Context: an optimization exercise on an open-source flow, tuned for small area, a short achievable clock period and few clock cycles per item. The choices shown serve that exercise and are no tape-out recipe.
Only simulation tests tie the RTL to the original design; equivalence was not proved.

Design neural_network, start of the top module:
module neural_network
(
    input          clk_i,
    input          rstn_i,
    input   [63:0] data_in_i,
    input          fire_i,
    output  [15:0] prediction_o,
    output         done_o
);
function automatic [14:0] m643c(input [14:0] a);
    reg [27:0] x, p;
    begin
        x = {13'd0, a};
        p = (x << 15) - (x << 13) + (x << 10) + (x << 6) - (x << 2);
        m643c = p[27:13];
    end
endfunction
function automatic [14:0] m7888(input [14:0] a);
    reg [27:0] x, p;
    begin
        x = {13'd0, a};
        p = (x << 15) - (x << 11) + (x << 7) + (x << 3);
        m7888 = p[27:13];
    end
endfunction
function automatic [14:0] m76c2(input [14:0] a);
    reg [27:0] x, p;
    begin
        x = {13'd0, a};
        p = (x << 15) - (x << 11) - (x << 8) - (x << 6) + (x << 1);
        m76c2 = p[27:13];
    end
endfunction
function automatic [14:0] m6e67(input [14:0] a);
    reg [27:0] x, p;
    begin
        x = {13'd0, a};
        p = (x << 15) - (x << 12) - (x << 9) + (x << 7) - (x << 5) + (x << 3) - x;
        m6e67 = p[27:13];
    end
endfunction
function automatic [16:0] pair(input sa, input [14:0] ma, input sb, input [14:0] mb);
    reg [16:0] v;
    begin
        v = ({17{sa}} ^ {2'b0, ma}) + ({17{sb}} ^ {2'b0, mb}) + {16'd0, sa} + {16'd0, sb};
        pair = {{2{v[16] & (|v[14:0])}}, v[14:0]};
    end
endfunction
function automatic [18:0] neuron(input [16:0] a, input [16:0] b);
    reg [16:0] t, u, n;
    reg neg_s, ge;
    begin
        t = a + b;
        u = a + b - 17'h07796;
        n = 17'h07796 - a - b;
        neg_s = t[16] & (|t[14:0]);
  ...
Size in the first run: ~7,600 cells after synthesis, roughly 97 flip-flops, about 48,000 µm² of cells after synthesis.
clock: 10.0 ns
lec_check: 0
abc_area: 1
cap_margin: 20
core_margin: 2
core_utilization: 35
setup_slack_margin: 1.5
slew_margin: 20
synth_memory_max_bits: 65536
run.sh (not shown) runs the stock make flow with config.mk's settings and CLKGATE_MAP_FILE= SYNTH_SCRIPT=/design/flow/synth_recipe.tcl, a recipe that flattens the netlist after the stock synthesis.
Testbench counts at the start, summed over its fixed seeds: cycles 4,096, items 2,048.
Rerun with:
- ABC_AREA: 1 -> default
- SETUP_SLACK_MARGIN: 1.5 -> default
- utilization hardly moves
- synthesized cell count came out lower by 8.7%
- setup slack degrades by 1.2 ns
- count of clock-buffer cells in the layout is unchanged
- design area goes up by 4.6%
- worst hold slack gets worse by 0.32 ns
- cell count decreases by 7.1%


## north
Another version of the RTL of neural_network (not shown whole).
Size: roughly 6900 cells after synthesis.
export LEC_CHECK = 0
export ABC_AREA = 1
export CAP_MARGIN = 20
export CORE_MARGIN = 2
export CORE_UTILIZATION = 40
export SETUP_SLACK_MARGIN = 0.3
export SLEW_MARGIN = 20
export SYNTH_MEMORY_MAX_BITS = 65536
create_clock -name core_clock -period 10.0 [get_ports {clk_i}]
standard.sh (not shown) runs the stock make flow with config.mk's settings and CLKGATE_MAP_FILE= SYNTH_SCRIPT=/design/flow/synth_recipe.tcl, a recipe that flattens the netlist after the stock synthesis.
==> flow/flow/run.sh <==
#!/bin/bash
# The standard layout with two changes after the standard synthesis:
#  - the platform's delay cells (clkdlybuf4s*, dlygate4sd*, dlymetal6s*) are
#    added to its don't-use list, so the port buffers that placement inserts
#    are plain buffers rather than delay cells;
#  - sizing may swap a cell for one of another footprint
#    (MATCH_CELL_FOOTPRINT=0; the platform sets 1).
# Each step's output goes to its own log.
set -e
bash standard.sh synth > synth.log 2>&1
DU=$(sed -n '/^export DONT_USE_CELLS/,/^$/p' "$FLOW_HOME/platforms/sky130hd/config.mk" \
     | tr -d '\\' | tr -s ' \n' ' ' | sed 's/export DONT_USE_CELLS += //; s/#.*//')
for c in clkdlybuf4s15_1 clkdlybuf4s15_2 clkdlybuf4s18_1 clkdlybuf4s18_2 \
         clkdlybuf4s25_1 clkdlybuf4s25_2 clkdlybuf4s50_1 clkdlybuf4s50_2 \
         dlygate4sd1_1 dlygate4sd2_1 dlygate4sd3_1 \
         dlymetal6s2s_1 dlymetal6s4s_1 dlymetal6s6s_1; do
    DU="$DU sky130_fd_sc_hd__$c"
done
echo "DONT_USE_CELLS=$DU" > dont_use.log
bash standard.sh "DONT_USE_CELLS=$DU" MATCH_CELL_FOOTPRINT=0 finish > layout.log 2>&1
Testbench counts of north, summed over its fixed seeds: cycles 2,048, items 2,048.
> inputs changed (north -> south)
Settings: CORE_UTILIZATION now 45, was 40; GPL_TIMING_DRIVEN now 0, previously not set.
Notes after the runs:
- Comparing south against north, there is no change at all in clock sink count.
- Summary of south over north: setup slack of the critical path after layout has decreased, final critical delay including setup and external delays has increased.
- south contains more vias than north.
The following lists how east was set up differently from south:
Settings: GPL_TIMING_DRIVEN: 0 -> unset.
[east] total inserted antenna cells fell 1 relative to south
east reports a lower data arrival time at the worst-slack endpoint than south does.
The lower total of plain and repair buffers excluding clock buffers came out of south.
Comparing south and east, the higher count of clock-buffer cells in the layout was measured on east.
Side by side, worst setup slack turned out higher in east than in south.
Path length in cells of the critical path: south and east compared, higher one is east
east ended up with more standard cells than south.
Post-route cell area delta for east relative to south: 250 um2 lower
For west, these inputs were changed with respect to east:
Settings: an added TNS_END_PERCENT of 5.
--- outcome ---
Diff east -> west: average via count per standard cell held, sequential fraction of total cell area essentially unchanged, total routed wirelength was more or less identical, period utilization moved up. Of west and east, the run reporting the higher number of gates on the worst path with buffers counted was west.
Changes in middle relative to west:
Settings: a deleted TNS_END_PERCENT that had been 5; a change of SETUP_SLACK_MARGIN from 0.3 to 0.15.
--- outcome ---
- The multi-input combinational area share on west is in line with that on middle.
- Diff west -> middle: share of final-layout standard cells stronger than drive strength 1 went down 1.1 points, first-pass GRT wire length was more or less identical, part of the cycle the worst path needs shows an increase of 1.3 points.
- Comparing total length of routed wires for middle and west, the bigger number came from west.
- | combined global-route utilization of all metal layers | west vs middle | ≈ equal |
- Sort middle and west by stage delay of the slowest cell on the critical path, descending, and west comes first.
- On area added between synthesis and finish: middle sits below west.
- Compared with west, middle ends up with a smaller final cell area.

-- what the ideal ports hide --
In the flow no input, the clock included, has a driving cell. The finished layouts below were timed again as built, in two steps. Step 1 sets driving cells, clkbuf_16 on the clock port and buf_2 on the other inputs (assumed; they add their load-dependent delay and slew). Step 2 also shifts input and output timing later by t, the mid clock arrival at the registers, as if the neighbouring blocks saw the same clock. Three values: no drivers, after step 1, after step 2; two values: the first two.
run	t (ns)	setup slack, ns	hold slack, ns	latest minus earliest clock arrival (ns)	worst register clock-pin slew, ns
the first run of note 1	0.434	1.688 / 1.618 / 1.406	0.712 / 0.712 / 0.712	0.018 / 0.019	0.09 / 0.09
the second run of note 1	0.428	0.515 / 0.544 / 0.120	0.396 / 0.396 / 0.396	0.015 / 0.016	0.08 / 0.08
north	0.394	0.538 / 0.486 / 0.589	1.402 / 1.373 / 1.767	0.012 / 0.012	0.07 / 0.07
south	0.388	0.244 / 0.196 / 0.422	1.405 / 1.379 / 1.766	0.008 / 0.007	0.07 / 0.07
east	0.397	0.592 / 0.546 / 0.604	1.400 / 1.378 / 1.775	0.006 / 0.005	0.06 / 0.06
west	0.397	0.566 / 0.520 / 0.597	1.400 / 1.378 / 1.775	0.005 / 0.006	0.06 / 0.06
middle	0.400	0.440 / 0.392 / 0.587	1.399 / 1.375 / 1.775	0.006 / 0.006	0.06 / 0.06
After both steps setup and hold are still met in every run listed. The setup slack of the second run of note 1, which loses most, moves by +0.029 ns with the drivers and by -0.395 ns with both steps.
